From an optimization exercise on the open Yosys and OpenROAD flow, aimed at small area; shortcuts taken in it are not production practice.
RTL that was checked went through simulation tests only; none was proved equivalent to the original.
Only the layout flow was run in run 1; the RTL was not checked for function there.
Power figures rest on the tool's default switching activity, not on a simulated workload.

==> flow/run.sh <==
#!/bin/bash
# synth_recipe.tcl (not shown) runs the flow's synth.tcl, then flattens the netlist and writes it again
# the make line also repeats each setting of config.mk as NAME=value (left out here)
make -C /OpenROAD-flow-scripts/flow DESIGN_CONFIG=/design/flow/config.mk WORK_HOME=/design/flow/orfs CLKGATE_MAP_FILE= SYNTH_SCRIPT=/design/flow/synth_recipe.tcl finish
==> flow/config.mk <==
export PLATFORM = sky130hd
export DESIGN_NAME = snake_game
export DESIGN_NICKNAME = snake_game
export VERILOG_FILES = /design/flow/design.v
export SDC_FILE = /design/flow/constraint.sdc
export NUM_CORES = 4
export LEC_CHECK = 0
export CAP_MARGIN = 0
export CORE_MARGIN = 2
export CORE_UTILIZATION = 40
export CTS_BUF_LIST = sky130_fd_sc_hd__clkbuf_4 sky130_fd_sc_hd__clkbuf_8
export CTS_CLUSTER_DIAMETER = 50
export CTS_CLUSTER_SIZE = 20
export SLEW_MARGIN = 0
==> flow/constraint.sdc <==
create_clock -name core_clock -period 25.0 [get_ports {clk}]
set_input_delay 5.0000 -clock core_clock [delete_from_list [all_inputs] [get_ports {clk}]]
set_output_delay 5.0000 -clock core_clock [all_outputs]
set_load 0.01 [all_outputs]
==> flow/design.v <==
module CLK_1HZ(clk, rst, q15, h, tick);
input clk;
input rst;
input q15;
output reg [6:0] h;
output tick;
assign tick = q15 && (h == 7'd69);
always @(posedge clk)
    if (!rst) h <= 7'd35;
    else if (q15) h <= (h == 7'd69) ? 7'd0 : h + 7'd1;
endmodule
module CLK_100HZ(clk, rst, q);
input clk;
input rst;
output reg [3:0] q;
always @(posedge clk)
    if (!rst) q <= 4'd0;
    else q <= q + 4'd1;
endmodule
module RNG (
    input clock,
    input rst,
    input step,
    output f0,
    output [6:0] fi
);
reg [6:0] random;
reg f0r, f1r;
wire feedback = random[6] ^ random[5];
wire [6:0] r1 = {random[0] ^ random[6], random[6:1]};
wire [6:0] r2 = {r1[0] ^ r1[6], r1[6:1]};
wire [6:0] r80 = (r2 >= 7'd80) ? r2 - 7'd80 : r2;
assign f0 = f0r;
assign fi = f1r ? 7'd40 : r80;
always @(posedge clock) begin
    if (!rst) begin
        random <= 7'b1010101;
        f0r <= 1'b1;
        f1r <= 1'b0;
    end else if (step) begin
        random <= {random[5:0], feedback};
        f0r <= 1'b0;
        f1r <= f0r;
    end
end
endmodule
module DISPLAY_7SEG (
    input clk,
    input rst,
    input q15,
    input inc,
    input wrap,
    output [6:0] seg,
    output [3:0] an
);
reg [3:0] g;
reg [1:0] scan;
reg [3:0] digit;
reg [3:0] dp;           
reg on;                 
reg [3:0] d0, d1, d2, d3;
reg d4;
always @(posedge clk) begin
    if (!rst) g <= 0;
    else if (q15) g <= g + 1;
end
wire slow_tick = q15 && (g == 4'd7);
always @(posedge clk) begin
    if (!rst || (inc && wrap)) begin
        d0 <= 0; d1 <= 0; d2 <= 0; d3 <= 0; d4 <= 0;
    end else if (inc) begin
        if (d0 != 9) d0 <= d0 + 1;
        else begin
            d0 <= 0;
            if (d1 != 9) d1 <= d1 + 1;
            else begin
                d1 <= 0;
                if (d2 != 9) d2 <= d2 + 1;
                else begin
                    d2 <= 0;
                    if (d3 != 9) d3 <= d3 + 1;
                    else begin
                        d3 <= 0;
                        d4 <= 1;
                    end
                end
            end
        end
    end
end
wire [3:0] dvi   = d0;
wire [3:0] e4    = {3'b0, d4};
wire [3:0] chuc  = d1 + 4'd10 * d2 + 4'd4 * d3 + 4'd8 * e4;
wire [3:0] tram  = d2 + 4'd10 * d3 + 4'd4 * e4;
wire [3:0] nghin = d3 + 4'd10 * e4;
function [6:0] seg_decode;
    input [3:0] num;
    case (num)
        4'h0: seg_decode = 7'b1000000;
        4'h1: seg_decode = 7'b1001111;
        4'h2: seg_decode = 7'b0100100;
        4'h3: seg_decode = 7'b0000110;
        4'h4: seg_decode = 7'b0001011;
        4'h5: seg_decode = 7'b0010010;
        4'h6: seg_decode = 7'b0010000;
        4'h7: seg_decode = 7'b1000111;
        4'h8: seg_decode = 7'b0000000;
        4'h9: seg_decode = 7'b0000010;
        default: seg_decode = 7'b1111111;
    endcase
endfunction
assign seg = seg_decode(dp);
assign an = !on ? 4'b0000 :
            (scan == 2'b01) ? 4'b1110 :
            (scan == 2'b10) ? 4'b1101 :
            (scan == 2'b11) ? 4'b1011 : 4'b0111;
always @(posedge clk) begin
    if (!rst) begin
        scan <= 0;
        on <= 0;
        digit <= 0;
        dp <= 4'd8;
    end else if (slow_tick) begin
        scan <= scan + 1;
        on <= 1;
        case (scan)
            2'b00: digit <= chuc;
            2'b01: digit <= dvi;
            2'b10: digit <= tram;
            2'b11: digit <= nghin;
        endcase
        dp <= digit;
    end
end
endmodule
module sound(
    input clk,
    input rst,
    output beep
);
    reg beep_r;
    reg [4:0] st;
    reg [15:0] count;
    reg [13:0] count1;
    wire [13:0] count1_nx = {count1[12:0], count1[13] ^ count1[12] ^ count1[11] ^ count1[1]};
    reg [6:0] count_end;
    parameter   C4 = 7'd96,
                D4 = 7'd85,
                E4 = 7'd76,
                F4 = 7'd72,
                G4 = 7'd64,
                A4 = 7'd57,
                A4s = 7'd54,
                C5 = 7'd48;
    parameter   TIME = 10000;
    assign beep = beep_r;
    always @(*) begin
        case (st)
            5'd0, 5'd1: count_end = C4;
            5'd2, 5'd3: count_end = D4;
            5'd4, 5'd5: count_end = C4;
            5'd6, 5'd7: count_end = F4;
            5'd8, 5'd9: count_end = E4;
            5'd10, 5'd11: count_end = C4;
            5'd12, 5'd13: count_end = D4;
            5'd14, 5'd15: count_end = C4;
            5'd16, 5'd17: count_end = G4;
            5'd18, 5'd19: count_end = F4;
            5'd20, 5'd21: count_end = C4;
            5'd22, 5'd23: count_end = C5;
            5'd24: count_end = A4;
            default: count_end = 7'd0;
        endcase
    end
    always @(posedge clk) begin
        if (!rst) begin
            count <= 16'h0;
            beep_r <= 1'b0;
        end else begin
            count <= count + 1'b1;
            if (count == {9'd0, count_end}) begin
                count <= 16'h0;
                beep_r <= !beep_r;
            end
        end
    end
    always @(posedge clk) begin
        if (!rst) begin
            count1 <= 14'd1;
            st <= 5'd25;
        end else if (count1 != 14'd1470) begin
            count1 <= count1_nx;
        end else begin
            count1 <= 14'd1;
            st <= (st == 5'd24) ? 5'd0 : (st == 5'd25) ? 5'd1 : st + 5'd1;
        end
    end
endmodule
module snake_game(clk, rs, rw, en, dat, rst, up, dwn, lef, rig, led, seg, buz);
    input up, dwn, lef, rig, rst, clk;
    output [7:0] dat;
    output rs, rw, en;
    output [3:0] led;
    output [6:0] seg;
    output buz;
    localparam [6:0] CELL_Z  = 7'b0011111;   
    localparam [6:0] CELL_19 = 7'b0010011;   
    reg [7:0] dat;
    reg rs;
    reg [4:0] next;
    reg [14:0] n;
    reg dl;                 
    reg [14:0] score;
    reg [1:0] dir;
    reg [1:0] ld;           
    reg [6:0] pos;          
    reg clk_food;
    reg game_over;
    reg z;                  
    reg [6:0] cr;           
    reg [1:0] R [0:79];
    reg [6:0] p;
    reg [6:0] S;            
    reg [6:0] P, A, B;      
    reg sa;
    reg [1:0] d0r;
    reg [6:0] cj;           
    reg fnd;
    reg [6:0] ci;           
    reg cif;
    integer k;
    wire [3:0] q;
    wire [6:0] h;
    wire tick;
    wire q15 = (q == 4'd15);
    wire lcd_step = (q == 4'd7);
    wire f0;
    wire [6:0] fi;
    wire food_step;
    CLK_100HZ U3 (clk, rst, q);
    CLK_1HZ U1 (clk, rst, q15, h, tick);
    DISPLAY_7SEG U2 (clk, rst, q15, food_step, score[13:0] == 14'h3fff, seg, led);
    sound U4 (clk, rst, buz);
    RNG U5 (clk, rst, food_step, f0, fi);
    function [6:0] mv;
        input [6:0] c;
        input [1:0] d;
        begin
            mv = c;
            case (d)
                2'd0: mv[4:0] = (c[4:0] == 5'd19) ? 5'd0 : c[4:0] + 5'd1;
                2'd1: mv[4:0] = (c[4:0] == 5'd0) ? 5'd19 : c[4:0] - 5'd1;
                2'd2: begin mv[5] = ~c[5]; mv[6] = c[6] ^ ~c[5]; end
                2'd3: begin mv[5] = ~c[5]; mv[6] = c[6] ^ c[5]; end
            endcase
        end
    endfunction
    function [7:0] conv;
        input [6:0] c;
        reg [5:0] lo;
        begin
            lo = {1'b0, c[4:0]} + (c[6] ? 6'd20 : 6'd0);
            conv = {1'b1, c[5], lo};
        end
    endfunction
    function [6:0] idx;
        input [6:0] c;
        begin
            idx = (c[6] ? 7'd40 : 7'd0) + (c[5] ? 7'd20 : 7'd0) + {2'b0, c[4:0]};
        end
    endfunction
    wire [1:0] frow = (fi >= 7'd60) ? 2'd3 : (fi >= 7'd40) ? 2'd2 : (fi >= 7'd20) ? 2'd1 : 2'd0;
    wire [6:0] fcol = fi - {frow, 4'b0} - {frow, 2'b0};
    wire [6:0] food = {frow, fcol[4:0]};
    wire [6:0] x = mv(pos, ld);    
    wire eq = f0 ? z : (!z && food == pos);
    wire shi = |score[14:7];
    wire live = !game_over && (shi || score[6:2] != 5'd0);
    wire forb = live && (fi != 7'd0) && (fi <= 7'd78) && (shi || fi < score[6:0]);
    wire food_toggle = eq | forb;
    assign food_step = food_toggle && !clk_food;
    wire hit = live && cif && (shi || ci < score[6:0]);
    always @(posedge clk) begin
        if (!rst)
            score <= 15'd0;
        else if (food_step)
            score <= score + 15'd1;
    end
    always @(posedge clk) begin
        if (!rst) begin
            dir <= 0;
            clk_food <= 0;
            game_over <= 0;
        end else begin
            if (rig == 0 && dir != 1) dir <= 0;
            else if (lef == 0 && dir != 0) dir <= 1;
            else if (up == 0 && dir != 3) dir <= 2;
            else if (dwn == 0 && dir != 2) dir <= 3;
            if (food_toggle)
                clk_food <= ~clk_food;
            if (hit)
                game_over <= 1;
        end
    end
    wire [1:0] tv = (p == 7'd0) ? d0r : R[79];
    always @(posedge clk) begin
        R[0] <= tv;
        for (k = 1; k < 80; k = k + 1)
            R[k] <= R[k-1];
    end
    always @(posedge clk) begin
        if (!rst) p <= 7'd0;
        else if (tick) p <= (p == 7'd78) ? 7'd0 : (p == 7'd79) ? 7'd1 : p + 7'd2;
        else p <= (p == 7'd79) ? 7'd0 : p + 7'd1;
    end
    wire [6:0] sb = (p == 7'd0) ? pos : S;
    wire [6:0] sn = mv(sb, tv ^ 2'd1);
    always @(posedge clk) S <= (tick && p == 7'd79) ? pos : sn;
    wire sreal = (p <= cr) && !z;
    always @(posedge clk) begin
        if (!rst) begin
            pos <= CELL_19;
            ld <= 2'd0;
            z <= 1'b1;
            cr <= 7'd0;
            fnd <= 1'b0;
            sa <= 1'b0;
            cif <= 1'b0;
        end else if (tick) begin
            pos <= x;
            ld <= dir;
            d0r <= ld;
            z <= 1'b0;
            if (!z && cr != 7'd80) cr <= cr + 7'd1;
            ci <= cj;
            cif <= fnd;
            fnd <= 1'b0;
            sa <= 1'b0;
        end else begin
            if (p == 7'd0) sa <= 1'b1;
            if (sa && !fnd && sreal && p != 7'd0 && p <= 7'd78 && S == x) begin
                fnd <= 1'b1;
                cj <= p;
            end
        end
    end
    wire st7 = (next == 5'd7);
    wire [15:0] cs = {1'b0, n} + {1'b0, ~score} + {15'd0, !(st7 && dl)};
    wire lt = !cs[15];
    wire lcd_read = lcd_step && (next == 5'd6) && lt;
    wire [6:0] b = n[6:0] + (st7 ? 7'd0 : 7'h7f) + (lcd_read ? 7'd1 : 7'd0) + (tick ? 7'h7f : 7'd0);
    wire [6:0] pd = p - b;
    wire n0 = (n == 15'd0) && !st7;
    always @(posedge clk) begin
        if (pd == 7'd0) P <= sn;
        else if (n0 && !lcd_read) P <= pos;
        else if (lcd_read) P <= A;
        if (pd == 7'd1) A <= sn;
        else if (lcd_read) A <= B;
        else if (tick) A <= P;
        if (pd == 7'd2) B <= sn;
        else if (tick) B <= A;
    end
    wire [6:0] cv = (next == 5'd4) ? food : (next == 5'd5) ? pos : A;
    wire [7:0] body = (n[14:7] != 8'd0 || n[6:0] >= 7'd80) ? 8'hff :
                      (n[6:0] < cr) ? conv(cv) :
                      (n[6:0] == cr && !z) ? 8'h00 : 8'hff;
    always @(posedge clk) begin
    if (!rst) begin
        rs <= 0;
        dat <= 0;
        next <= 0;
        n <= 0;
        dl <= 0;
    end else if (lcd_step) begin
        case (next)
            5'd0:  begin rs <= 0; dat <= 8'h38; next <= 5'd1; end
            5'd1:  begin rs <= 0; dat <= 8'h0C; next <= 5'd2; end
            5'd2:  begin rs <= 0; dat <= 8'h6; next <= 5'd3; end
            5'd3:  begin rs <= 0; dat <= 8'h1; next <= 5'd4; end
            5'd4:  begin rs <= 0; dat <= conv(cv); next <= 5'd8; end
            5'd8:  begin rs <= 1; dat <= 8'h6F; next <= 5'd5; end
            5'd5:  begin rs <= 0; dat <= z ? 8'h00 : conv(cv); next <= 5'd9; end
            5'd9:  begin rs <= 1; dat <= 8'h4F;
                        if (score != 0) next <= 5'd10;
                        else next <= 5'd0;
                   end
            5'd6:  begin
                        if (lt) begin
                            rs <= 0;
                            dat <= body;
                            next <= 5'd7;
                        end else begin
                            n <= 0;
                            dl <= 0;
                            next <= 5'd13;
                        end
                   end
            5'd7:  begin
                        n <= n + 1;
                        if (lt) begin
                            rs <= 1;
                            dat <= 8'b11011011;
                            next <= 5'd10;
                        end else begin
                            dl <= 1;
                            next <= 5'd13;
                        end
                   end
            5'd10: begin rs <= 1; dat <= 8'h20; next <= 5'd6; end
            5'd13: begin
                        if (game_over) next <= 5'd12;
                        else next <= 5'd0;
                   end
            5'd12: begin rs <= 0; dat <= 8'h1; next <= 5'd14;  end
            5'd14: begin rs <= 0; dat <= 8'h85; next <= 5'd15; end
            5'd15: begin rs <= 1; dat <= "G"; next <= 5'd16;  end
            5'd16: begin rs <= 1; dat <= "a"; next <= 5'd17;  end
            5'd17: begin rs <= 1; dat <= "m"; next <= 5'd18;  end
            5'd18: begin rs <= 1; dat <= "e"; next <= 5'd19; end
            5'd19: begin rs <= 1; dat <= " "; next <= 5'd20; end
            5'd20: begin rs <= 1; dat <= "O"; next <= 5'd21; end
            5'd21: begin rs <= 1; dat <= "v"; next <= 5'd22; end
            5'd22: begin rs <= 1; dat <= "e"; next <= 5'd23; end
            5'd23: begin rs <= 1; dat <= "r"; next <= 5'd24; end
            5'd24: begin rs <= 0; end
            default: begin end
        endcase
    end
    end
    assign en = q[3];
    assign rw = 0;
endmodule
==> run notes, run 1 <==
* Status: timing/DRC/antenna clean
* DR pass1 iterations at 7
* Yosys warns at 7
* DRC viols at 0
* DP Wirelength at 25.9 mm
* First-pass GRT wire length at 62.4 mm
* Drt via density at 5.35
* Relative slew slack at 0.163
* Num ports at 29
* Total gr overflow at 0
* Synth Flop Type: dfxtp_1
* Core box area at about 42000 µm²
* IO Port Bufs at 27
* Final hold violation count at 0
* Total power at roughly 1.3 mW
* Max frequency at 0.114 GHz
* WP data required at between 20 and 30 ns
* Min-delay worst type: reg -> reg
* Antenna Nets Post-Route at 0
* Synth Instances at 1769
* Critical path type: reg -> reg
* Vias in the first global route at roughly 12000
* Max FO, Critical Path at 21
* Mapped Area at between 15000 and 20000 µm²
* Synth unique cells at a little over 80
* Worst Max-Slew Pin Slew at 1.25 ns
* Worst-path clk slew at 0.10 ns
* H-Tree Depth at 2
* DIE WIDTH at 209 µm
* Worst vdd ir at 37.5 µV
* # diodes at 0
* Post-synth ARST share at 0
* Largest net degree at the start of global routing at 55
* Total Routing Usage GR at 0.175
* Post-Syn Nets at 1891
* Largest area contributor in the netlist: dfxtp_1
* Latest clock arrival within the worst-skew pair at 0.62 ns
* Root Driver: clkbuf_8
* Layout cells sized above 1 at 0.0615
* Initial antenna violation count at 0
* Cts hold-fix bufs at 0
* Die height at 209 µm
* Top cells by area, synth: dfxtp_1 (41%), ha_1 (7.8%), edfxtp_1 (6.6%), a21oi_1 (3.8%), nor2_1 (3.6%)
* CTS tree: built
* Effective utilization at floorplan at 0.403
* Number of synthesized flops with an enable pin at 37
* Worst EP arrival at 9.05 ns
* Power Dens Cells at 72.7 nW/µm²
* Sum Neg Setup Slack at 0 ns
* Skew final at 0.0335 ns
* First DRT Iteration DRCs at 839
* Area Overhead vs Synth at 10.1%
* Worst setup EP type: register
* Tmin final at 8.78 ns
* Num CTS Buffers at 43
* Gp weighted congestion at between 0.8 and 0.9
* Seq cells post-synth at 381
* Critical Path Source Type: register
* Post-synthesis sequential area ratio at 0.475
* Slew Limit Fails at 0
* DR vias at 12500
* Fin crit share at 0.351
* Num Clock Sinks at 381
* Final setup viols at 0
* Drt wl/cell at 16.1 µm
* Maxcap violations at 0
* CTS resizes at 0
* Die area at ~44000 µm²
* DRT Wirelength at 37.9 mm
* Rows at 75
* Deepest clock path buffer count at 3
* Postcts setup bufs at 0
* Top cell type's share of synthesized area at 0.409
* NumNets Final at roughly 1900
* RSZ-0062 raised after global routing: no
* Leakage at 7.33 nW
* Syn avg cell area at roughly 9.5 µm²
==> power by group <==
part,switching (mW),internal (mW),leakage [nW]
clock,0.262,0.213,0.496
combinational,0.122,0.0784,3.68
sequential,0.0214,0.649,3.16
total,0.406,0.941,7.33
==> worst max-delay path: stages (launching register included) <==
cell and delay [ns]:
dfxtp_1 0.77, nor3b_2 0.63, a31oi_1 0.17, o21ai_0 0.20
a211o_1 0.15, a21oi_1 0.08, o31ai_1 0.71, nand2_1 0.54
inv_1 0.27, fa_1 0.46, fa_1 0.45, fa_1 0.57
inv_1 0.07, ha_1 0.17, or2_2 0.31, fa_1 0.42
o21a_1 0.23, nor3_1 0.16, a21oi_1 0.06, o32a_1 0.18
o21ai_0 0.15, nand4_1 0.28, nor3_1 1.03, or3_1 0.41
==> state kept, by name (all words and copies together), names as in the netlist, 5 cells and up <==
register      count
B                 7
n                15
U4.count         16
seg               7
cj                7
U1.h              7
P                 7
cr                7
U4.count_end      6
ci                7
next              5
U5.random         7
score            15
U4.st             5
dat               8
pos               7
R               160
A                 7
U4.count1        14
S                 7
p                 7
==> per-stage QoR <==
step	instance area, µm²	util	worst slack, ns	std cells	hold WS, ns
final	18500	0.444	16.22	2345	0.331
after CTS	18500	0.444	16.32	2345	0.327
after detailed placement	17500	0.420	16.37	2268	0.312
after global routing	18500	0.444	15.63	2345	0.327
after global placement	17500	0.420	16.50	2268	0.312
after floorplan	16800	-	17.83	1769	0.310
==> path summary, 6_finish.rpt <==
kind	startpoint	to	slack, ns	cells past startpoint
setup / recovery	next[2]	A[5]	16.22	23
hold / removal	R[77][1]	R[78][1]	0.33	0
setup reg to reg	next[2]	A[5]	16.22	23
hold reg to reg	R[77][1]	R[78][1]	0.33	0
==> kinds of logic (layout without fill, tap and decap cells) <==
logic type	count (synthesis)	in the layout	synth area share
simple gates	554	554	0.161
mux	63	63	0.0380
other cells	1	1	0.000223
xor+xnor	97	97	0.0513
compound gates	385	385	0.144
flops	381	381	0.475
fa+ha+maj	116	116	0.0912
buf+inv	172	209	0.0391
==> synthesized netlist by cell type, types with 5 or more instances <==
cell,n
or4_1,16
a211o_1,7
nor4_1,12
nor2_1,161
nand3_1,55
fa_1,11
xor2_1,31
a31oi_1,17
a311oi_1,6
a22oi_1,5
nand4_1,37
dfxtp_1,344
o21ai_0,81
nand2b_1,13
nor3_1,22
inv_1,94
clkbuf_1,59
mux2i_1,56
buf_2,7
o21a_1,13
a21o_1,21
o211ai_1,13
nand2_1,142
nor2b_1,20
and2_1,10
and3_1,18
buf_1,8
edfxtp_1,37
a21boi_0,6
o31ai_1,19
or3_1,19
a211oi_1,14
xnor2_1,65
a21oi_1,129
o22ai_1,8
ha_1,105
mux2_2,7
==> layout make-up <==
type / count / area, µm²
inverters: 97 / 364
well taps: 539 / 674
repair buffers: 35 / 325
multi-input cells: 1216 / 8170
clock buffers: 48 / 642
fillers: 3968 / 23200
flip-flops and latches: 381 / 8000
clock inverters: 29 / 352
==> routing by layer <==
| layer | wire (µm) | global-route usage | vias to the layer above | part of all wire |
|---|---|---|---|---|
| li1 | - | - | 6249 | - |
| met1 | 17700 | 0.236 | 5912 | 0.47 |
| met2 | 17000 | 0.280 | 297 | 0.45 |
| met3 | 2100 | 0.0355 | 79 | 0.055 |
| met4 | 1100 | 0.0628 | 0 | 0.029 |
| met5 | 0 | 0 | - | 0 |
==> layout by cell type (no fill, tap or decap), types with 10 or more instances in the layout <==
| master | count |
|---|---|
| xnor2_1 | 65 |
| a21oi_1 | 129 |
| fa_1 | 11 |
| o21a_1 | 13 |
| or3_1 | 19 |
| ha_1 | 105 |
| clkdlybuf4s50_1 | 26 |
| a211oi_1 | 14 |
| or4_1 | 16 |
| nand3_1 | 55 |
| nand2_1 | 142 |
| inv_1 | 93 |
| and2_1 | 10 |
| nor2b_1 | 20 |
| edfxtp_1 | 37 |
| nand4_1 | 37 |
| clkbuf_8 | 45 |
| o21ai_0 | 81 |
| o31ai_1 | 19 |
| mux2i_1 | 56 |
| xor2_1 | 31 |
| nand2b_1 | 13 |
| o211ai_1 | 13 |
| a31oi_1 | 17 |
| dfxtp_1 | 344 |
| nor4_1 | 12 |
| a21o_1 | 21 |
| nor3_1 | 22 |
| and3_1 | 18 |
| nor2_1 | 161 |
==> run 2: changes to the inputs <==
--- a/flow/design.v
+++ b/flow/design.v
@@ -223,3 +223,4 @@
     reg [6:0] S;            
-    reg [6:0] P, A, B;      
+    reg [6:0] A;            
+    reg [1:0] dA, dB, dC;   
     reg sa;
@@ -350,14 +351,17 @@
     wire lcd_read = lcd_step && (next == 5'd6) && lt;
-    wire [6:0] b = n[6:0] + (st7 ? 7'd0 : 7'h7f) + (lcd_read ? 7'd1 : 7'd0) + (tick ? 7'h7f : 7'd0);
-    wire [6:0] pd = p - b;
+    wire [6:0] base = n[6:0] + (st7 ? 7'd1 : 7'd0) + (lcd_read ? 7'd1 : 7'd0) + (tick ? 7'h7f : 7'd0);
+    wire [6:0] pd = p - base;
     wire n0 = (n == 15'd0) && !st7;
+    wire [6:0] am = mv(A, lcd_read ? (dB ^ 2'd1) : dA);
     always @(posedge clk) begin
-        if (pd == 7'd0) P <= sn;
-        else if (n0 && !lcd_read) P <= pos;
-        else if (lcd_read) P <= A;
-        if (pd == 7'd1) A <= sn;
-        else if (lcd_read) A <= B;
-        else if (tick) A <= P;
-        if (pd == 7'd2) B <= sn;
-        else if (tick) B <= A;
+        if (pd == 7'd0) A <= sn;
+        else if (tick) A <= n0 ? pos : am;
+        else if (lcd_read) A <= am;
+        if (pd == 7'd0) dA <= tv;
+        else if (lcd_read) dA <= dB;
+        if (pd == 7'd1) dB <= tv;
+        else if (lcd_read) dB <= dC;
+        else if (tick) dB <= dA;
+        if (pd == 7'd2) dC <= tv;
+        else if (tick) dC <= dB;
     end
--- a/flow/config.mk
+++ b/flow/config.mk
@@ -9,4 +9,4 @@
 export CORE_MARGIN = 2
-export CORE_UTILIZATION = 40
-export CTS_BUF_LIST = sky130_fd_sc_hd__clkbuf_4 sky130_fd_sc_hd__clkbuf_8
+export CORE_UTILIZATION = 60
+export CTS_BUF_LIST = sky130_fd_sc_hd__clkbuf_8
 export CTS_CLUSTER_DIAMETER = 50
==> run 2 against run 1 <==
  * Largest power group unchanged
  * Area after synthesis shrank 0.68%
  * Critical endpoint is now A[1]
  * Combinational power grew 16%
  * Largest cell class unchanged
  * Cell area shrank 2.7%
==> run notes, run 2 <==
* Status: timing/DRC/antenna clean (unchanged)
* Slew Limit Fails at 0 (unchanged)
* Tmin final at 7.47 ns (was 8.78 ns)
* DIE WIDTH at 171 µm (was 209 µm)
* Most used cell, CP: fa_1 (unchanged)
* Seq cells post-synth at 373 (was 381)
* First-pass GRT wire length at 58.4 mm (was 62.4 mm)
* IO Port Bufs at 27 (unchanged)
* CTS resizes at 0 (unchanged)
* Fin crit share at 0.299 (was 0.351)
* Top cells by area, synth: dfxtp_1 (41%), ha_1 (7.7%), edfxtp_1 (5.2%), xnor2_1 (4.0%), nor2_1 (3.4%) (was dfxtp_1 (41%), ha_1 (7.8%), edfxtp_1 (6.6%), a21oi_1 (3.8%), nor2_1 (3.6%))
* Power Dens Cells at 72.2 nW/µm² (was 72.7 nW/µm²)
* Synth unique cells at 80 (was 83)
* DR pass1 iterations at 5 (was 7)
* Num Clock Sinks at 373 (was 381)
* Layout cells sized above 1 at 0.0545 (was 0.0615)
* CTS tree: built (unchanged)
* Total gr overflow at 0 (unchanged)
* Worst vdd ir at 65.6 µV (was 37.5 µV)
* Total Routing Usage GR at 0.244 (was 0.175)
* Fill cell total of the finished layout at 2384 (was 3968)
* Sequential Area at 7760 µm² (was 8000 µm²)
* Post-synthesis sequential area ratio at 0.464 (was 0.475)
* Die height at 171 µm (was 209 µm)
* Cts hold-fix bufs at 0 (unchanged)
* RSZ-0062 raised after global routing: no (unchanged)
* Mapped Area at 16700 µm² (was 16800 µm²)
* Post-synth ARST share at 0 (unchanged)
* Synth cell count leaders: dfxtp_1 (344), nor2_1 (152), nand2_1 (151), a21oi_1 (111), inv_1 (109) (was dfxtp_1 (344), nor2_1 (161), nand2_1 (142), a21oi_1 (129), ha_1 (105))
* Deepest clock path buffer count at 3 (unchanged)
* Number of synthesized flops with an enable pin at 29 (was 37)
* Worst setup EP type: register (unchanged)
* Min-delay worst type: reg -> reg (unchanged)
* Placed inst area at 17200 µm² (was 17500 µm²)
* Synth Flop Type: dfxtp_1 (unchanged)
* Multiplexer share of the synthesized area at 0.0286 (was 0.0380)
* Skew final at 0.0372 ns (was 0.0335 ns)
* Multi-input combinational cell area at 8230 µm² (was 8170 µm²)
* DR vias at 12500 (about the same)
* First DRT Iteration DRCs at 964 (was 839)
* Largest register FFs at 160 (unchanged)
* Commonest non-fill, non-tap cell in the layout: dfxtp_1 (unchanged)
* Synth Instances at 1793 (was 1769)
* Count leader, synth: dfxtp_1 (unchanged)
* Adder-Cell Fraction of Synth Area at 0.0903 (was 0.0912)
* Postcts setup bufs at 0 (unchanged)
* # diodes at 0 (unchanged)
* Num CTS Buffers at 36 (was 43)
* Worst path cell trace: inv_1, ha_1, a21o_1, a21o_1, a221oi_1, and3_1, and2_1, inv_2, fa_1, inv_1, fa_1, fa_1, inv_1, ha_1, or2_2, fa_1, nand2_1, nand2_1, a21oi_1, o31ai_1, o2bb2ai_1, and4_1, nand3b_1, nand3_1 (was nor3b_2, a31oi_1, o21ai_0, a211o_1, a21oi_1, o31ai_1, nand2_1, inv_1, fa_1, fa_1, fa_1, inv_1, ha_1, or2_2, fa_1, o21a_1, nor3_1, a21oi_1, o32a_1, o21ai_0, nand4_1, nor3_1, or3_1)
* WP data required at 25.22 ns (was 25.27 ns)
* Core box area at 27600 µm² (was 41800 µm²)
* Largest register by flop count: R (unchanged)
* Final core utilization at 0.652 (was 0.444)
* Post-Layout Cell Count at 2196 (was 2345)
* Initial antenna violation count at 0 (unchanged)
* Die area at 29200 µm² (was 43700 µm²)
* Maxcap violations at 0 (unchanged)
* Gp weighted congestion at 0.851 (was 0.871)
* Drt via density at 5.68 (was 5.35)
* Largest net degree at the start of global routing at 66 (was 55)
* Biggest regs: R x160, U4.count x16 (unchanged)
* Post-Syn Nets at 1913 (was 1891)
* Final hold violation count at 0 (unchanged)
* Max frequency at 0.134 GHz (was 0.114 GHz)
* Rows at 61 (was 75)
* Root Driver: clkbuf_8 (unchanged)
* Critical Path Source Type: register (unchanged)
* Antenna Nets Post-Route at 0 (unchanged)
* Highest-delay cell along the critical path: a221oi_1 (was nor3_1)
* Max FO, Critical Path at 20 (was 21)
* Worst Max-Slew Pin Slew at 1.13 ns (was 1.25 ns)
* Largest area contributor in the netlist: dfxtp_1 (unchanged)
* Compound-Gate Fraction of Synth Area at 0.148 (was 0.144)
* Final setup viols at 0 (unchanged)
* Final hold slack at 0.319 ns (was 0.331 ns)
* Fin area at 18000 µm² (was 18500 µm²)
* CP delay by family, top: simple AND/OR/NAND/NOR gates (unchanged)
* Worst path max stage delay at 0.65 ns (was 1.03 ns)
* Critical path type: reg -> reg (unchanged)
* Dpl cells at 2133 (was 2268)
* Yosys warns at 7 (unchanged)
* Leakage at 6.99 nW (was 7.33 nW)
* DP Wirelength at 24.2 mm (was 25.9 mm)
* Num ports at 29 (unchanged)
* Worst-path clk slew at 0.10 ns (about the same)
* CP bufs+invs at 4 (was 2)
* Drt wl/cell at 16.0 µm (was 16.1 µm)
* Worst EP arrival at 7.70 ns (was 9.05 ns)
* H-Tree Depth at 2 (unchanged)
* XOR/XNOR Fraction of Synth Area at 0.0566 (was 0.0513)
* DRC viols at 0 (unchanged)
* Latest clock arrival within the worst-skew pair at 0.58 ns (was 0.62 ns)
* Vias in the first global route at 11600 (was 12200)
* Sum Neg Setup Slack at 0 ns (unchanged)
* Simple-gate share of the synthesized area at 0.168 (was 0.161)
* NumNets Final at 1913 (was 1896)
* Effective utilization at floorplan at 0.605 (was 0.403)
* Top cell type's share of synthesized area at 0.412 (was 0.409)
* DRT Wirelength at 35.1 mm (was 37.9 mm)
* Relative slew slack at 0.240 (was 0.163)
* Area Overhead vs Synth at 7.86% (was 10.1%)
* Syn avg cell area at 9.32 µm² (was 9.51 µm²)
* Largest family of logic cells by synthesized area: simple AND/OR/NAND/NOR gates (unchanged)
* Most frequent cells in the layout: dfxtp_1 (344), nor2_1 (152), nand2_1 (151), a21oi_1 (111), inv_1 (109) (was dfxtp_1 (344), nor2_1 (161), nand2_1 (142), a21oi_1 (129), ha_1 (105))
run 2: changes by cell type in the layout (fill, tap and decap cells not counted), sizes merged, moves of 13 or more:
cell   before  now
a21oi     130  111
o21ai      85  104
inv       106  124
mux2i      56   41
and2       10   23
run 2: stage by stage:
| stage | total power, mW | worst slack, ns |
|---|---|---|
| after floorplan | 0.853 | 18.53 |
| after global placement | 0.905 | 17.47 |
| after detailed placement | 0.910 | 17.35 |
| after CTS | 1.31 | 17.58 |
| after global routing | 1.37 | 17.07 |
| final | 1.30 | 17.53 |
run 2: logic make-up after synthesis:
family          count (synthesis)
mux                            47
compound gates                387
fa+ha+maj                     114
xor+xnor                      108
flops                         373
simple gates                  575
buf+inv                       188
other cells                     1
run 2: final timing paths:
| path | start | slack, ns | cells after the start | endpoint |
|---|---|---|---|---|
| max | score[12] | 17.53 | 24 | A[1] |
| min | R[0][0] | 0.32 | 0 | R[1][0] |
| max reg2reg | score[12] | 17.53 | 24 | A[1] |
| min reg2reg | R[0][0] | 0.32 | 0 | R[1][0] |
run 2: power by group:
part / switching [mW] / internal, mW
clock: 0.236 / 0.165
sequential: 0.0304 / 0.636
combinational: 0.135 / 0.0980
run 2: layer usage:
metal	GRT usage	vias up	part of all wire
met5	0	-	0
met4	0.0870	0	0.030
met3	0.0345	68	0.046
met2	0.396	283	0.45
met1	0.335	5836	0.47
li1	-	6293	-
run 2: final cells by class:
| class | instances | share of cell area |
|---|---|---|
| Clock buffer | 36 | 0.0275 |
| Clock inverter | 27 | 0.0165 |
| Inverter | 111 | 0.0231 |
| Multi-Input combinational cell | 1232 | 0.456 |
| Sequential cell | 373 | 0.430 |
| Tap cell | 378 | 0.0262 |
| Timing Repair Buffer | 39 | 0.0197 |
==> run 3: changes to the inputs <==
--- a/flow/config.mk
+++ b/flow/config.mk
@@ -7,5 +7,5 @@
 export LEC_CHECK = 0
-export CAP_MARGIN = 0
+export CAP_MARGIN = 20
 export CORE_MARGIN = 2
-export CORE_UTILIZATION = 60
+export CORE_UTILIZATION = 40
 export CTS_BUF_LIST = sky130_fd_sc_hd__clkbuf_8
@@ -13,2 +13,2 @@
 export CTS_CLUSTER_SIZE = 20
-export SLEW_MARGIN = 0
+export SLEW_MARGIN = 20
==> run 3 against run 2 <==
  * Sequential share of layout area is 0.81 points lower
  * Global-route usage fell by 7.7 points
  * Cell area rose by 1.9%
  * Die area rose by 49%
  * Non-clock buffer count up 2
==> run notes, run 3 <==
* First DRT Iteration DRCs at 804 (was 964)
* Final core utilization at 0.448 (was 0.652)
* Largest register FFs at 160 (unchanged)
* Antenna Nets Post-Route at 0 (unchanged)
* CP bufs+invs at 4 (unchanged)
* Critical path type: reg -> reg (unchanged)
* Fin area at 18400 µm² (was 18000 µm²)
* Seq cells post-synth at 373 (unchanged)
* CP delay by family, top: simple AND/OR/NAND/NOR gates (unchanged)
* Hold Path Cell Cnt at 0 (unchanged)
* Mapped Area at 16700 µm² (unchanged)
* Final hold slack at 0.324 ns (was 0.319 ns)
* Layout cells sized above 1 at 0.0592 (was 0.0545)
* Area Overhead vs Synth at 9.92% (was 7.86%)
* Relative slew slack at 0.341 (was 0.240)
* Post-synth ARST share at 0 (unchanged)
* H-Tree Depth at 2 (unchanged)
* Worst Max-Slew Pin Slew at 0.986 ns (was 1.13 ns)
* Num ports at 29 (unchanged)
* Hold EP: R[76][0] (was R[1][0])
* CTS tree: built (unchanged)
* WP data required at 25.27 ns (was 25.22 ns)
* Worst-path clk slew at 0.11 ns (was 0.10 ns)
* Worst path max stage delay at 0.58 ns (was 0.65 ns)
* Worst vdd ir at 59.5 µV (was 65.6 µV)
* Yosys warns at 7 (unchanged)
* Biggest regs: R x160, U4.count x16 (unchanged)
* DR pass1 iterations at 5 (unchanged)
* Tmin final at 7.28 ns (was 7.47 ns)
* Vias in the first global route at 12000 (was 11600)
* Post-Layout Cell Count at 2356 (was 2196)
* Post-Syn Nets at 1913 (unchanged)
* Postcts setup bufs at 0 (unchanged)
* DP Wirelength at 25.1 mm (was 24.2 mm)
* Rows at 74 (was 61)
* Worst setup EP type: register (unchanged)
* Root Driver: clkbuf_8 (unchanged)
* Total gr overflow at 0 (unchanged)
* Worst EP arrival at 7.55 ns (was 7.70 ns)
* Top cell type's share of synthesized area at 0.412 (unchanged)
* Number of synthesized flops with an enable pin at 29 (unchanged)
* Final hold violation count at 0 (unchanged)
* CTS resizes at 0 (unchanged)
* Initial antenna violation count at 0 (unchanged)
* NumNets Final at 1919 (was 1913)
* Gp weighted congestion at 0.903 (was 0.851)
* Syn avg cell area at 9.32 µm² (unchanged)
* Die area at 43400 µm² (was 29200 µm²)
* First-pass GRT wire length at 60.4 mm (was 58.4 mm)
* Placed inst area at 17400 µm² (was 17200 µm²)
* Fill cell total of the finished layout at 3967 (was 2384)
* Reg2Reg Setup Slack at 17.72 ns (was 17.53 ns)
* DR vias at 12500 (about the same)
* Deepest clock path buffer count at 3 (unchanged)
* R2R Path End: A[3] (was A[1])
* Latest clock arrival within the worst-skew pair at 0.62 ns (was 0.58 ns)
* DRT Wirelength at 36.1 mm (was 35.1 mm)
* Cts hold-fix bufs at 0 (unchanged)
* Die height at 208 µm (was 171 µm)
* IO Port Bufs at 27 (unchanged)
* CP Depth at 24 (unchanged)
* Leakage at 7.06 nW (was 6.99 nW)
* RSZ-0062 raised after global routing: no (unchanged)
* Synth unique cells at 80 (unchanged)
* Drt via density at 5.30 (was 5.68)
* Num CTS Buffers at 40 (was 36)
* Worst path cell trace: inv_1, ha_1, a21o_1, a21o_1, a221oi_1, and3_1, and2_1, inv_2, fa_1, inv_1, fa_1, fa_1, inv_1, ha_1, or2_2, fa_1, nand2_1, nand2_1, a21oi_1, o31ai_1, o2bb2ai_1, and4_1, nand3b_1, nand3_1 (unchanged)
* Post-synthesis sequential area ratio at 0.464 (unchanged)
* Effective utilization at floorplan at 0.407 (was 0.605)
* Num Clock Sinks at 373 (unchanged)
* Maxcap violations at 0 (unchanged)
* Largest net degree at the start of global routing at 59 (was 66)
* Top cells by area, synth: dfxtp_1 (41%), ha_1 (7.7%), edfxtp_1 (5.2%), xnor2_1 (4.0%), nor2_1 (3.4%) (unchanged)
* Largest area contributor in the netlist: dfxtp_1 (unchanged)
* Most used cell, CP: fa_1 (unchanged)
* Core box area at 41000 µm² (was 27600 µm²)
* Drt wl/cell at 15.3 µm (was 16.0 µm)
* Largest register by flop count: R (unchanged)
* Synth Instances at 1793 (unchanged)
* Dpl cells at 2288 (was 2133)
* Status: timing/DRC/antenna clean (unchanged)
* Highest-delay cell along the critical path: fa_1 (was a221oi_1)
* Fin crit share at 0.291 (was 0.299)
* DRC viols at 0 (unchanged)
* Max frequency at 0.137 GHz (was 0.134 GHz)
* Min-Delay Startpoint: R[75][0] (was R[0][0])
* Most frequent cells in the layout: dfxtp_1 (344), nor2_1 (151), nand2_1 (151), a21oi_1 (111), inv_1 (108) (was dfxtp_1 (344), nor2_1 (152), nand2_1 (151), a21oi_1 (111), inv_1 (109))
* Final setup viols at 0 (unchanged)
* Power Dens Cells at 73.8 nW/µm² (was 72.2 nW/µm²)
* Slew Limit Fails at 0 (unchanged)
* FF-to-FF path depth at 24 (unchanged)
* Crit Reg-Reg Startpoint: score[12] (unchanged)
* Sum Neg Setup Slack at 0 ns (unchanged)
* Min-delay worst type: reg -> reg (unchanged)
* Critical Path Source Type: register (unchanged)
* Synth cell count leaders: dfxtp_1 (344), nor2_1 (152), nand2_1 (151), a21oi_1 (111), inv_1 (109) (unchanged)
* Commonest non-fill, non-tap cell in the layout: dfxtp_1 (unchanged)
* Synth Flop Type: dfxtp_1 (unchanged)
* # diodes at 0 (unchanged)
* Count leader, synth: dfxtp_1 (unchanged)
* Max FO, Critical Path at 20 (unchanged)
* DIE WIDTH at 208 µm (was 171 µm)
* Skew final at 0.0268 ns (was 0.0372 ns)
* Total Routing Usage GR at 0.168 (was 0.244)
==> run 3: cell count changes in the layout (fill, tap and decap cells not counted), moves of 2 or more <==
cell,delta
bufinv_16,+2
clkbuf_8,+7
clkinv_4,-3
clkinv_8,+2
inv_6,+2
inv_8,-3
==> run 3: area by class of cell <==
cell class,count,area [µm²],share of cell area
Multi-Input combinational cell,1232,8230,0.448
Inverter,111,417,0.0227
Timing Repair Buffer,41,368,0.0200
Sequential cell,373,7760,0.422
Tap cell,532,666,0.0362
Clock inverter,24,334,0.0182
Clock buffer,43,592,0.0322
==> run 3: worst max-delay path by stage <==
| stage | endpoint | slack, ns | start |
|---|---|---|---|
| 2_1_floorplan | p[4] | 18.53 | rst |
| 3_3_place_gp | p[4] | 17.39 | rst |
| 3_5_place_dp | p[4] | 17.36 | rst |
| 4_1_cts | A[3] | 17.79 | score[12] |
| 5_1_grt | A[4] | 17.22 | next[4] |
| 6_report | A[3] | 17.72 | score[12] |
==> run 3: kinds of logic (layout without fill, tap and decap cells) <==
| group | Yosys count | in the layout | share of synthesized area |
|---|---|---|---|
| AOI/OAI and AO/OA | 387 | 387 | 0.148 |
| xor gates and xnor gates | 108 | 108 | 0.0566 |
| adders and majority gates | 114 | 114 | 0.0903 |
| buffers and inverters | 188 | 219 | 0.0434 |
| DFF | 373 | 373 | 0.464 |
| muxes | 47 | 47 | 0.0286 |
| other | 1 | 1 | 0.000224 |
| and+or+nand+nor | 575 | 575 | 0.168 |
==> run 3: routing by layer <==
layer / vias to the layer above / routed length [µm] / GRT usage
li1: 6290 / - / -
met1: 5869 / 17100 / 0.222
met2: 268 / 16300 / 0.276
met3: 55 / 1780 / 0.0325
met4: 0 / 915 / 0.0528
met5: - / 0 / 0
==> run 3: where the power goes <==
group	switching [mW]	internal [mW]	leakage (nW)
clock network	0.246	0.208	0.458
logic	0.136	0.0984	3.53
registers	0.0310	0.636	3.08
==> run 3: through the flow <==
step                      setup WS [ns]  total power [mW]
after global routing              17.22              1.42
after floorplan                   18.53             0.853
after detailed placement          17.36             0.913
after global placement            17.39             0.907
final                             17.72              1.36
after CTS                         17.79              1.37
==> run 3: worst register-to-register path, stage by stage, from the launching register on <==
cell,delay (ns)
dfxtp_1,0.40
inv_1,0.08
ha_1,0.29
a21o_1,0.18
a21o_1,0.17
a221oi_1,0.47
and3_1,0.36
and2_1,0.32
inv_2,0.17
fa_1,0.50
inv_1,0.05
fa_1,0.44
fa_1,0.58
inv_1,0.07
ha_1,0.18
or2_2,0.31
fa_1,0.40
nand2_1,0.08
nand2_1,0.05
a21oi_1,0.19
o31ai_1,0.11
o2bb2ai_1,0.17
and4_1,0.28
nand3b_1,0.55
nand3_1,0.54
==> run 4: changes to the inputs <==
==> flow/flow/run.sh (new file) <==
#!/bin/bash
# Own flow: the standard synthesis, then the combinational logic between
# the registers re-mapped by ABC for area (flow/remap.tcl; every register keeps
# its instance, cell type and nets), then the standard layout from there.
set -euo pipefail
R="$PWD/orfs/results/$FLOW_PLATFORM/snake_game/base"
YOSYS="$FLOW_HOME/../tools/install/yosys/bin/yosys"
[[ -x "$YOSYS" ]] || YOSYS=yosys

bash standard.sh synth > synth.log 2>&1

cp "$R/1_2_yosys.v" standard_1_2_yosys.v
REMAP_LIB="$FLOW_HOME/platforms/$FLOW_PLATFORM/lib/sky130_fd_sc_hd__tt_025C_1v80.lib" \
REMAP_NETLIST="$PWD/standard_1_2_yosys.v" \
REMAP_OUT="$R/1_2_yosys.v" \
    "$YOSYS" -c flow/remap.tcl > remap.log 2>&1

bash standard.sh > layout.log 2>&1
==> flow/flow/remap.tcl (new file) <==
# Re-map the combinational logic of the standard synthesis netlist for area.
# Every sequential cell and tie cell is kept as it is (same instance, cell
# type and nets); only the logic between them is re-optimised by ABC.
yosys -import
set lib $::env(REMAP_LIB)
set net $::env(REMAP_NETLIST)
set top $::env(FLOW_TOP)
read_liberty -ignore_miss_func $lib
read_verilog $net
hierarchy -top $top
tee -o remap_before.txt stat -liberty $lib
setattr -mod -set keep_hierarchy 1 sky130_fd_sc_hd__*df* sky130_fd_sc_hd__*dl* sky130_fd_sc_hd__conb_1
flatten
yosys rename -hide w:_*_.*
opt_clean -purge
select -module $top
set dont_use {sky130_fd_sc_hd__probe_p_8 sky130_fd_sc_hd__probec_p_8 sky130_fd_sc_hd__lpflow_bleeder_1 sky130_fd_sc_hd__lpflow_clkbufkapwr_1 sky130_fd_sc_hd__lpflow_clkbufkapwr_16 sky130_fd_sc_hd__lpflow_clkbufkapwr_2 sky130_fd_sc_hd__lpflow_clkbufkapwr_4 sky130_fd_sc_hd__lpflow_clkbufkapwr_8 sky130_fd_sc_hd__lpflow_clkinvkapwr_1 sky130_fd_sc_hd__lpflow_clkinvkapwr_16 sky130_fd_sc_hd__lpflow_clkinvkapwr_2 sky130_fd_sc_hd__lpflow_clkinvkapwr_4 sky130_fd_sc_hd__lpflow_clkinvkapwr_8 sky130_fd_sc_hd__lpflow_decapkapwr_12 sky130_fd_sc_hd__lpflow_decapkapwr_3 sky130_fd_sc_hd__lpflow_decapkapwr_4 sky130_fd_sc_hd__lpflow_decapkapwr_6 sky130_fd_sc_hd__lpflow_decapkapwr_8 sky130_fd_sc_hd__lpflow_inputiso0n_1 sky130_fd_sc_hd__lpflow_inputiso0p_1 sky130_fd_sc_hd__lpflow_inputiso1n_1 sky130_fd_sc_hd__lpflow_inputiso1p_1 sky130_fd_sc_hd__lpflow_inputisolatch_1 sky130_fd_sc_hd__lpflow_isobufsrc_1 sky130_fd_sc_hd__lpflow_isobufsrc_16 sky130_fd_sc_hd__lpflow_isobufsrc_2 sky130_fd_sc_hd__lpflow_isobufsrc_4 sky130_fd_sc_hd__lpflow_isobufsrc_8 sky130_fd_sc_hd__lpflow_isobufsrckapwr_16 sky130_fd_sc_hd__lpflow_lsbuf_lh_hl_isowell_tap_1 sky130_fd_sc_hd__lpflow_lsbuf_lh_hl_isowell_tap_2 sky130_fd_sc_hd__lpflow_lsbuf_lh_hl_isowell_tap_4 sky130_fd_sc_hd__lpflow_lsbuf_lh_isowell_4 sky130_fd_sc_hd__lpflow_lsbuf_lh_isowell_tap_1 sky130_fd_sc_hd__lpflow_lsbuf_lh_isowell_tap_2 sky130_fd_sc_hd__lpflow_lsbuf_lh_isowell_tap_4 sky130_fd_sc_hd__fill_1 sky130_fd_sc_hd__fill_2 sky130_fd_sc_hd__fill_4 sky130_fd_sc_hd__fill_8 }
set du {}
foreach c $dont_use { lappend du -dont_use $c }
abc -liberty $lib {*}$du -script "+strash;ifraig;dc2;strash;dch,-f;map,-a"
opt_clean -purge
select -clear
hilomap -singleton -hicell sky130_fd_sc_hd__conb_1 HI -locell sky130_fd_sc_hd__conb_1 LO
insbuf -buf sky130_fd_sc_hd__buf_1 A X
opt_clean -purge

tee -o remap_after.txt stat -liberty $lib
select $top
write_verilog -noattr -nohex -nodec -selected $::env(REMAP_OUT)
==> flow/standard.sh (new file) <==
#!/bin/bash
# synth_recipe.tcl (not shown) runs the flow's synth.tcl, then flattens the netlist and writes it again
# the make line also repeats each setting of config.mk as NAME=value (left out here)
make -C /OpenROAD-flow-scripts/flow DESIGN_CONFIG=/design/flow/config.mk WORK_HOME=/design/flow/orfs CLKGATE_MAP_FILE= SYNTH_SCRIPT=/design/flow/synth_recipe.tcl "${@:-finish}"
removed: flow/run.sh
==> run 4 against run 3 <==
  * Still clean on timing, DRC and antenna
  * Synthesized cell count rose by 0.50%
  * Total power fell by 9.9%
  * Clock skew rose by 0.0092 ns
  * Non-clock buffer count fell by 8
  * Critical path type is now in -> reg
==> run notes, run 4 <==
* CTS tree: built (unchanged)
* Area Overhead vs Synth at 12.3% (was 9.92%)
* WP data required at 25.48 ns (was 25.27 ns)
* Fill cell total of the finished layout at 3542 (was 3967)
* Worst vdd ir at 38.5 µV (was 59.5 µV)
* Multi-input combinational cell area at 5760 µm² (was 8230 µm²)
* # diodes at 0 (unchanged)
* Status: timing/DRC/antenna clean (unchanged)
* Drt via density at 5.19 (was 5.30)
* NumNets Final at 1881 (was 1919)
* DRT Wirelength at 34.3 mm (was 36.1 mm)
* First-pass GRT wire length at 57.6 mm (was 60.4 mm)
* H-Tree Depth at 2 (unchanged)
* Antenna Nets Post-Route at 0 (unchanged)
* Power Dens Cells at 74.9 nW/µm² (was 73.8 nW/µm²)
* Maxcap violations at 0 (unchanged)
* Slew Limit Fails at 0 (unchanged)
* DP Wirelength at 24.6 mm (was 25.1 mm)
* Root Driver: clkbuf_8 (unchanged)
* Vias in the first global route at 11700 (was 12000)
* Worst Max-Slew Pin Slew at 0.791 ns (was 0.986 ns)
* Total gr overflow at 0 (unchanged)
* Post-Syn Nets at 1808 (was 1913)
* Postcts setup bufs at 0 (unchanged)
* Largest register by flop count: R (unchanged)
* Sequential Area at 7760 µm² (unchanged)
* Leakage at 6.01 nW (was 7.06 nW)
* Place WS at 16.95 ns (was 17.36 ns)
* Syn avg cell area at 8.06 µm² (was 9.32 µm²)
* Drt wl/cell at 14.5 µm (was 15.3 µm)
* First DRT Iteration DRCs at 1011 (was 804)
* DR vias at 12300 (was 12500)
* Min-delay worst type: reg -> reg (unchanged)
* Layout cells sized above 1 at 0.0410 (was 0.0592)
* Final hold violation count at 0 (unchanged)
* Largest register FFs at 160 (unchanged)
* Crit Reg-Reg Startpoint: U5.random[1] (was score[12])
* Reg2Reg Setup Slack at 18.62 ns (was 17.72 ns)
* Deepest clock path buffer count at 3 (unchanged)
* Effective utilization at floorplan at 0.407 (about the same)
* Cts hold-fix bufs at 0 (unchanged)
* Worst EP arrival at 7.90 ns (was 7.55 ns)
* Sum Neg Setup Slack at 0 ns (unchanged)
* Worst setup startpoint: rst (was score[12])
* Die area at 37800 µm² (was 43400 µm²)
* DIE WIDTH at 195 µm (was 208 µm)
* CTS resizes at 0 (unchanged)
* Max FO, Critical Path at 34 (was 20)
* FF-to-FF path depth at 31 (was 24)
* RSZ-0062 raised after global routing: no (unchanged)
* Num ports at 29 (unchanged)
* Commonest non-fill, non-tap cell in the layout: dfxtp_1 (unchanged)
* Worst-path clk slew at 0.11 ns (about the same)
* DRC viols at 0 (unchanged)
* Die height at 195 µm (was 208 µm)
* Largest net degree at the start of global routing at 35 (was 59)
* Max frequency at 0.135 GHz (was 0.137 GHz)
* CP Capture Point: p[6] (was A[3])
* Mapped Area at 14500 µm² (was 16700 µm²)
* Yosys warns at 7 (unchanged)
* IO Port Bufs at 27 (unchanged)
* Tmin final at 7.42 ns (was 7.28 ns)
* Relative slew slack at 0.471 (was 0.341)
* Fin crit share at 0.297 (was 0.291)
* Initial antenna violation count at 0 (unchanged)
* Num Clock Sinks at 373 (unchanged)
* Final Worst Setup Slack at 17.58 ns (was 17.72 ns)
* Total Routing Usage GR at 0.182 (was 0.168)
* Total power at 1.22 mW (was 1.36 mW)
* Final setup viols at 0 (unchanged)
* Critical path type: in -> reg (was reg -> reg)
* Skew final at 0.0359 ns (was 0.0268 ns)
* Rows at 69 (was 74)
* Gp weighted congestion at 0.887 (was 0.903)
* DR pass1 iterations at 5 (unchanged)
* Worst setup EP type: register (unchanged)
* Biggest regs: R x160, U4.count x16 (unchanged)
* Core box area at 35700 µm² (was 41000 µm²)
* Critical Path Source Type: primary input (was register)
* R2R Path End: U2.d3[3] (was A[3])
* Synth Instances at 1802 (was 1793)
* Num CTS Buffers at 38 (was 40)
* Most frequent cells in the layout: dfxtp_1 (344), nor2_1 (322), clkinv_1 (269), nand2_1 (206), o21ai_0 (164) (was dfxtp_1 (344), nor2_1 (151), nand2_1 (151), a21oi_1 (111), inv_1 (108))
* Latest clock arrival within the worst-skew pair at 0.58 ns (was 0.62 ns)
-- run 4: cell count changes in the layout (fill, tap and decap cells not counted), sizes merged, moves of 41 or more --
cell    delta
clkinv   +269
ha       -103
inv      -103
mux2i     -41
nand2     +55
nor2     +169
o21ai     +60
xnor2     -69
-- run 4: area by class of cell --
cell class / count / area share
Clock inverter: 30 / 0.0219
Inverter: 269 / 0.0619
Clock buffer: 39 / 0.0329
Multi-Input combinational cell: 1160 / 0.353
Sequential cell: 373 / 0.476
Tap cell: 461 / 0.0354
Timing Repair Buffer: 33 / 0.0190
-- run 4: critical path, cell delays in order --
cell,delay [ns]
buf_2,0.08
buf_4,0.31
clkinv_1,0.64
nor2_1,0.72
clkinv_1,0.44
o31ai_1,0.31
nand3_1,0.13
o41ai_1,0.24
-- run 4: how the worst min path moves through the flow --
| stage | startpoint | end | slack, ns | depth (start not counted) |
|---|---|---|---|---|
| final | R[19][0] | R[20][0] | 0.31 | 0 |
| after global routing | R[19][0] | R[20][0] | 0.30 | 0 |
| after CTS | R[19][0] | R[20][0] | 0.31 | 0 |
| after detailed placement | R[20][0] | R[21][0] | 0.31 | 0 |
| after global placement | R[62][0] | R[63][0] | 0.31 | 0 |
| after floorplan | R[9][0] | R[10][0] | 0.31 | 0 |
-- run 4: metrics by stage --
stage	std cells	area (µm²)	util	hold slack [ns]
global placement	2296	15400	0.432	0.311
detailed placement	2296	15400	0.432	0.312
floorplan	1802	14500	-	0.310
finish	2365	16300	0.457	0.313
global route	2365	16300	0.457	0.303
CTS	2365	16300	0.457	0.310
-- run 4: routing by layer --
layer,track usage,vias to the layer above,part of all wire
li1,-,6266,-
met1,0.251,5620,0.48
met2,0.293,317,0.44
met3,0.0304,65,0.057
met4,0.0573,0,0.025
met5,0,-,0
-- run 4: report_power, final --
| part | leakage [nW] | total, mW | internal, mW | switching, mW |
|---|---|---|---|---|
| Clock | 0.463 | 0.441 | 0.197 | 0.244 |
| Sequential | 3.08 | 0.647 | 0.630 | 0.0171 |
| Combinational | 2.47 | 0.133 | 0.0428 | 0.0900 |
| Total | 6.01 | 1.22 | 0.870 | 0.351 |
==> run 5: changes to the inputs <==
--- a/flow/flow/run.sh
+++ b/flow/flow/run.sh
@@ -17,2 +17,3 @@
 
+export BUFFER_PORTS_ARGS="-buffer_cell sky130_fd_sc_hd__buf_1"
 bash standard.sh > layout.log 2>&1
--- a/flow/flow/remap.tcl
+++ b/flow/flow/remap.tcl
@@ -19,3 +19,3 @@
 foreach c $dont_use { lappend du -dont_use $c }
-abc -liberty $lib {*}$du -script "+strash;ifraig;dc2;strash;dch,-f;map,-a"
+abc -liberty $lib {*}$du -script "+strash;dc2;dc2;dch,-f;amap;strash;dc2;dch,-f;amap"
 opt_clean -purge
--- a/flow/config.mk
+++ b/flow/config.mk
@@ -7,5 +7,5 @@
 export LEC_CHECK = 0
-export CAP_MARGIN = 20
+export CAP_MARGIN = 0
 export CORE_MARGIN = 2
-export CORE_UTILIZATION = 40
+export CORE_UTILIZATION = 60
 export CTS_BUF_LIST = sky130_fd_sc_hd__clkbuf_8
@@ -13,2 +13,2 @@
 export CTS_CLUSTER_SIZE = 20
-export SLEW_MARGIN = 20
+export SLEW_MARGIN = 0
==> run 5 against run 4 <==
  * Cell area down 6.6%
  * Critical path depth up 27
  * Area after synthesis down 4.0%
  * Clock power down 15%
  * Via count down 5.5%
  * Combinational power down 8%
  * First-iteration DRC count up 10%
  * Synthesized cell count down 12%
  * Global-route usage up 7.3 points
  * Die area down 35%
  * Wire length down 8.7%
  * Count of clock-buffer cells in the layout down 2
  * Largest power group unchanged
==> run notes, run 5 <==
* Core box area at 22700 µm² (was 35700 µm²)
* DP Wirelength at 22.3 mm (was 24.6 mm)
* Tmin final at 7.42 ns (about the same)
* Cts hold-fix bufs at 0 (unchanged)
* Worst vdd ir at 99.7 µV (was 38.5 µV)
* DR vias at 11600 (was 12300)
* NumNets Final at 1666 (was 1881)
* Postcts setup bufs at 0 (unchanged)
* Relative slew slack at 0.282 (was 0.471)
* Vias in the first global route at 10400 (was 11700)
* DIE WIDTH at 156 µm (was 195 µm)
* Fin crit share at 0.297 (about the same)
* Biggest regs: R x160, U4.count x16 (unchanged)
* Latest clock arrival within the worst-skew pair at 0.56 ns (was 0.58 ns)
* Worst Max-Slew Pin Slew at 1.07 ns (was 0.791 ns)
* Num CTS Buffers at 35 (was 38)
* Die height at 156 µm (was 195 µm)
* Final setup viols at 0 (unchanged)
* Largest register FFs at 160 (unchanged)
* Commonest non-fill, non-tap cell in the layout: dfxtp_1 (unchanged)
* Most used cell, CP: nor2_1 (was clkinv_1)
* Critical path type: reg -> reg (was in -> reg)
* Total gr overflow at 0 (unchanged)
* Initial antenna violation count at 0 (unchanged)
* Critical Path Source Type: register (was primary input)
* Leakage at 5.34 nW (was 6.01 nW)
* Largest net degree at the start of global routing at 50 (was 35)
* DR pass1 iterations at 6 (was 5)
* Num Clock Sinks at 373 (unchanged)
* Antenna Nets Post-Route at 0 (unchanged)
* Gp weighted congestion at 0.888 (was 0.887)
* Layout cells sized above 1 at 0.0428 (was 0.0410)
* Max FO, Critical Path at 11 (was 34)
* Drt wl/cell at 15.9 µm (was 14.5 µm)
* Synth Instances at 1587 (was 1802)
* IO Port Bufs at 27 (unchanged)
* CTS resizes at 0 (unchanged)
* H-Tree Depth at 2 (unchanged)
* WP data required at 25.38 ns (was 25.48 ns)
* Syn avg cell area at 8.79 µm² (was 8.06 µm²)
* Worst path max stage delay at 0.50 ns (was 0.72 ns)
* Status: timing/DRC/antenna clean (unchanged)
* Total power at 1.16 mW (was 1.22 mW)
* Area Overhead vs Synth at 9.15% (was 12.3%)
* Die area at 24500 µm² (was 37800 µm²)
* Rows at 55 (was 69)
* CTS tree: built (unchanged)
* RSZ-0062 raised after global routing: no (unchanged)
* Effective utilization at floorplan at 0.614 (was 0.407)
* # diodes at 0 (unchanged)
* Deepest clock path buffer count at 3 (unchanged)
* Highest-delay cell along the critical path: dfxtp_1 (was nor2_1)
* Largest register by flop count: R (unchanged)
* DRT Wirelength at 31.3 mm (was 34.3 mm)
* Min-delay worst type: reg -> reg (unchanged)
* Worst setup EP type: register (unchanged)
* Power Dens Cells at 76.1 nW/µm² (was 74.9 nW/µm²)
* Maxcap violations at 0 (unchanged)
* Skew final at 0.0437 ns (was 0.0359 ns)
* Post-Syn Nets at 1593 (was 1808)
* Num ports at 29 (unchanged)
* Worst-path clk slew at 0.10 ns (was 0.11 ns)
* Max frequency at 0.135 GHz (about the same)
* Drt via density at 5.89 (was 5.19)
* Root Driver: clkbuf_8 (unchanged)
* First-pass GRT wire length at 50.8 mm (was 57.6 mm)
* Slew Limit Fails at 0 (unchanged)
* Worst EP arrival at 7.79 ns (was 7.90 ns)
* Final hold violation count at 0 (unchanged)
* Mapped Area at 13900 µm² (was 14500 µm²)
* DRC viols at 0 (unchanged)
* First DRT Iteration DRCs at 1116 (was 1011)
* Most frequent cells in the layout: dfxtp_1 (344), nor2_1 (283), clkinv_1 (197), nand2_1 (123), o21ai_0 (103) (was dfxtp_1 (344), nor2_1 (322), clkinv_1 (269), nand2_1 (206), o21ai_0 (164))
* Sum Neg Setup Slack at 0 ns (unchanged)
* Total Routing Usage GR at 0.255 (was 0.182)
* Fill cell total of the finished layout at 1872 (was 3542)
* Yosys warns at 7 (unchanged)
run 5: changes by cell type in the layout (fill, tap and decap cells not counted), sizes merged, moves of 34 or more:
cell and change:
nor2 -39, a211oi +34, a21oi -37, clkinv -71, nand2 -83, nand3 -35, xor2 -44, o21ai -61
run 5: metrics by stage:
step                setup slack, ns  hold WS, ns  area, µm²  cells  utilization
floorplan                     16.29        0.310      13900   1587            -
global placement              17.18        0.310      14500   1908        0.638
finish                        17.58        0.315      15200   1969        0.670
CTS                           17.69        0.305      15200   1969        0.670
global route                  16.82        0.313      15200   1969        0.670
detailed placement            17.14        0.312      14500   1908        0.638
run 5: power breakdown:
group	internal, mW	switching [mW]
logic	0.0416	0.0807
clock network	0.153	0.222
registers	0.640	0.0209
run 5: cell type report:
type	instances	area (µm²)	share of cell area
clock buffers	37	509	0.0335
clock inverters	24	233	0.0153
inverters	198	743	0.0488
multi-input cells	1016	5450	0.358
flip-flops and latches	373	7760	0.510
well taps	285	357	0.0234
repair buffers	36	170	0.0112
run 5: worst max-delay path, delay by kind of cell (launching register included):
| family | cells | cell delay (ns) |
|---|---|---|
| AOI/OAI and AO/OA | 17 | 2.13 |
| buffers and inverters | 4 | 1.20 |
| DFF | 1 | 0.50 |
| and+or+nand+nor | 14 | 3.39 |
run 5: path summary, 6_finish.rpt:
kind	cells past startpoint	start	to	slack (ns)
worst max-delay path	35	next[2]	A[3]	17.58
worst min-delay path	0	R[2][1]	R[3][1]	0.31
worst max register to register	35	next[2]	A[3]	17.58
worst min register to register	0	R[2][1]	R[3][1]	0.31
run 5: layer usage:
| metal | vias up | track usage | part of all wire |
|---|---|---|---|
| met5 | - | 0 | 0 |
| met4 | 0 | 0.0861 | 0.025 |
| met3 | 56 | 0.0390 | 0.070 |
| met2 | 411 | 0.411 | 0.45 |
| li1 | 5870 | - | - |
| met1 | 5261 | 0.353 | 0.46 |
==> run 6: changes to the inputs <==
--- a/flow/config.mk
+++ b/flow/config.mk
@@ -7,3 +7,3 @@
 export LEC_CHECK = 0
-export CAP_MARGIN = 0
+export CAP_MARGIN = 20
 export CORE_MARGIN = 2
@@ -13,2 +13,2 @@
 export CTS_CLUSTER_SIZE = 20
-export SLEW_MARGIN = 0
+export SLEW_MARGIN = 20
==> run 6 against run 5 <==
  * Still clean on timing, DRC and antenna
  * Sequential power hardly changed
  * Sequential share of layout area hardly changed
  * Final cell count stayed put
  * Combinational power hardly changed
  * Non-clock buffer count stayed put
  * Clock power hardly changed
  * Fmax is 0.31% lower
  * Largest cell class unchanged
  * Largest power group unchanged
==> run notes, run 6 <==
* Worst path max stage delay at 0.50 ns (about the same)
* Slew Limit Fails at 0 (unchanged)
* Min-delay worst type: reg -> reg (unchanged)
* CTS resizes at 0 (unchanged)
* First DRT Iteration DRCs at 1095 (was 1116)
* Deepest clock path buffer count at 3 (unchanged)
* Final setup viols at 0 (unchanged)
* Rows at 55 (unchanged)
* Initial antenna violation count at 0 (unchanged)
* DP Wirelength at 22.3 mm (unchanged)
* Num ports at 29 (unchanged)
* Relative slew slack at 0.401 (was 0.282)
* Max frequency at 0.134 GHz (was 0.135 GHz)
* Syn avg cell area at 8.79 µm² (unchanged)
* Drt via density at 5.91 (was 5.89)
* Most used cell, CP: nor2_1 (unchanged)
* # diodes at 0 (unchanged)
* Area Overhead vs Synth at 9.17% (was 9.15%)
* Worst Max-Slew Pin Slew at 0.899 ns (was 1.07 ns)
* Critical Path Source Type: register (unchanged)
* Final hold violation count at 0 (unchanged)
* Fill cell total of the finished layout at 1871 (was 1872)
* Worst setup EP type: register (unchanged)
* First-pass GRT wire length at 50.8 mm (unchanged)
* Die height at 156 µm (unchanged)
* Fin crit share at 0.298 (was 0.297)
* Worst EP arrival at 7.81 ns (was 7.79 ns)
* IO Port Bufs at 27 (unchanged)
* Post-Syn Nets at 1593 (unchanged)
* Multi-input combinational cell area at 5460 µm² (was 5450 µm²)
* Most frequent cells in the layout: dfxtp_1 (344), nor2_1 (282), clkinv_1 (197), nand2_1 (123), o21ai_0 (103) (was dfxtp_1 (344), nor2_1 (283), clkinv_1 (197), nand2_1 (123), o21ai_0 (103))
* Biggest regs: R x160, U4.count x16 (unchanged)
* Tmin final at 7.44 ns (was 7.42 ns)
* Yosys warns at 7 (unchanged)
* Postcts setup bufs at 0 (unchanged)
* CP delay by family, top: simple AND/OR/NAND/NOR gates (unchanged)
* Cts hold-fix bufs at 0 (unchanged)
* DRT Wirelength at 31.4 mm (was 31.3 mm)
* Worst-path clk slew at 0.10 ns (about the same)
* Max FO, Critical Path at 11 (unchanged)
* Antenna Nets Post-Route at 0 (unchanged)
* Status: timing/DRC/antenna clean (unchanged)
* Leakage at 5.34 nW (about the same)
* RSZ-0062 raised after global routing: no (unchanged)
* CTS tree: built (unchanged)
* Power Dens Cells at 76.1 nW/µm² (about the same)
* Vias in the first global route at 10400 (unchanged)
* Highest-delay cell along the critical path: dfxtp_1 (unchanged)
* Effective utilization at floorplan at 0.614 (unchanged)
[run 6: worst reg2reg max path: cells and delay by family (launching register included)]
family,cells,cell delay (ns)
compound gates,17,2.14
simple gates,14,3.41
buf+inv,4,1.21
flops,1,0.50
[run 6: where the power goes]
group | switching (mW) | internal, mW | total, mW
clock | 0.223 | 0.153 | 0.376
sequential | 0.0209 | 0.640 | 0.661
combinational | 0.0808 | 0.0416 | 0.122
[run 6: routing by layer]
metal	vias up	global-route usage	routed length (µm)
met1	5287	0.353	14400
met2	422	0.411	14100
met4	0	0.0861	811
met3	60	0.0390	2100
met5	-	0	0
li1	5873	-	-
[run 6: path summary, 6_finish.rpt]
path | from | to | slack [ns] | depth (start not counted)
worst max-delay path | next[2] | A[3] | 17.56 | 35
worst min register to register | R[2][1] | R[3][1] | 0.31 | 0
worst min-delay path | R[2][1] | R[3][1] | 0.31 | 0
worst max register to register | next[2] | A[3] | 17.56 | 35
[run 6: cell type report]
| class | count | area share |
|---|---|---|
| clock buffers | 37 | 0.0334 |
| inverters | 198 | 0.0488 |
| flip-flops and latches | 373 | 0.509 |
| well taps | 285 | 0.0234 |
| repair buffers | 36 | 0.0112 |
| clock inverters | 24 | 0.0153 |
| multi-input cells | 1016 | 0.358 |
[run 6: metrics by stage]
step | std cells | setup slack (ns) | instance area (µm²) | util
final | 1969 | 17.56 | 15200 | 0.670
after global routing | 1969 | 16.82 | 15200 | 0.670
after CTS | 1969 | 17.69 | 15200 | 0.670
after detailed placement | 1908 | 17.14 | 14500 | 0.638
after global placement | 1908 | 17.18 | 14500 | 0.638
after floorplan | 1587 | 16.29 | 13900 | -

Setup slack of run 6, layout unchanged: 17.560 ns with ideal ports, 17.560 ns with driving cells assumed (clock clkbuf_16, inputs buf_2), 17.192 ns with port delays also shifted by the 0.587 ns mid clock arrival.
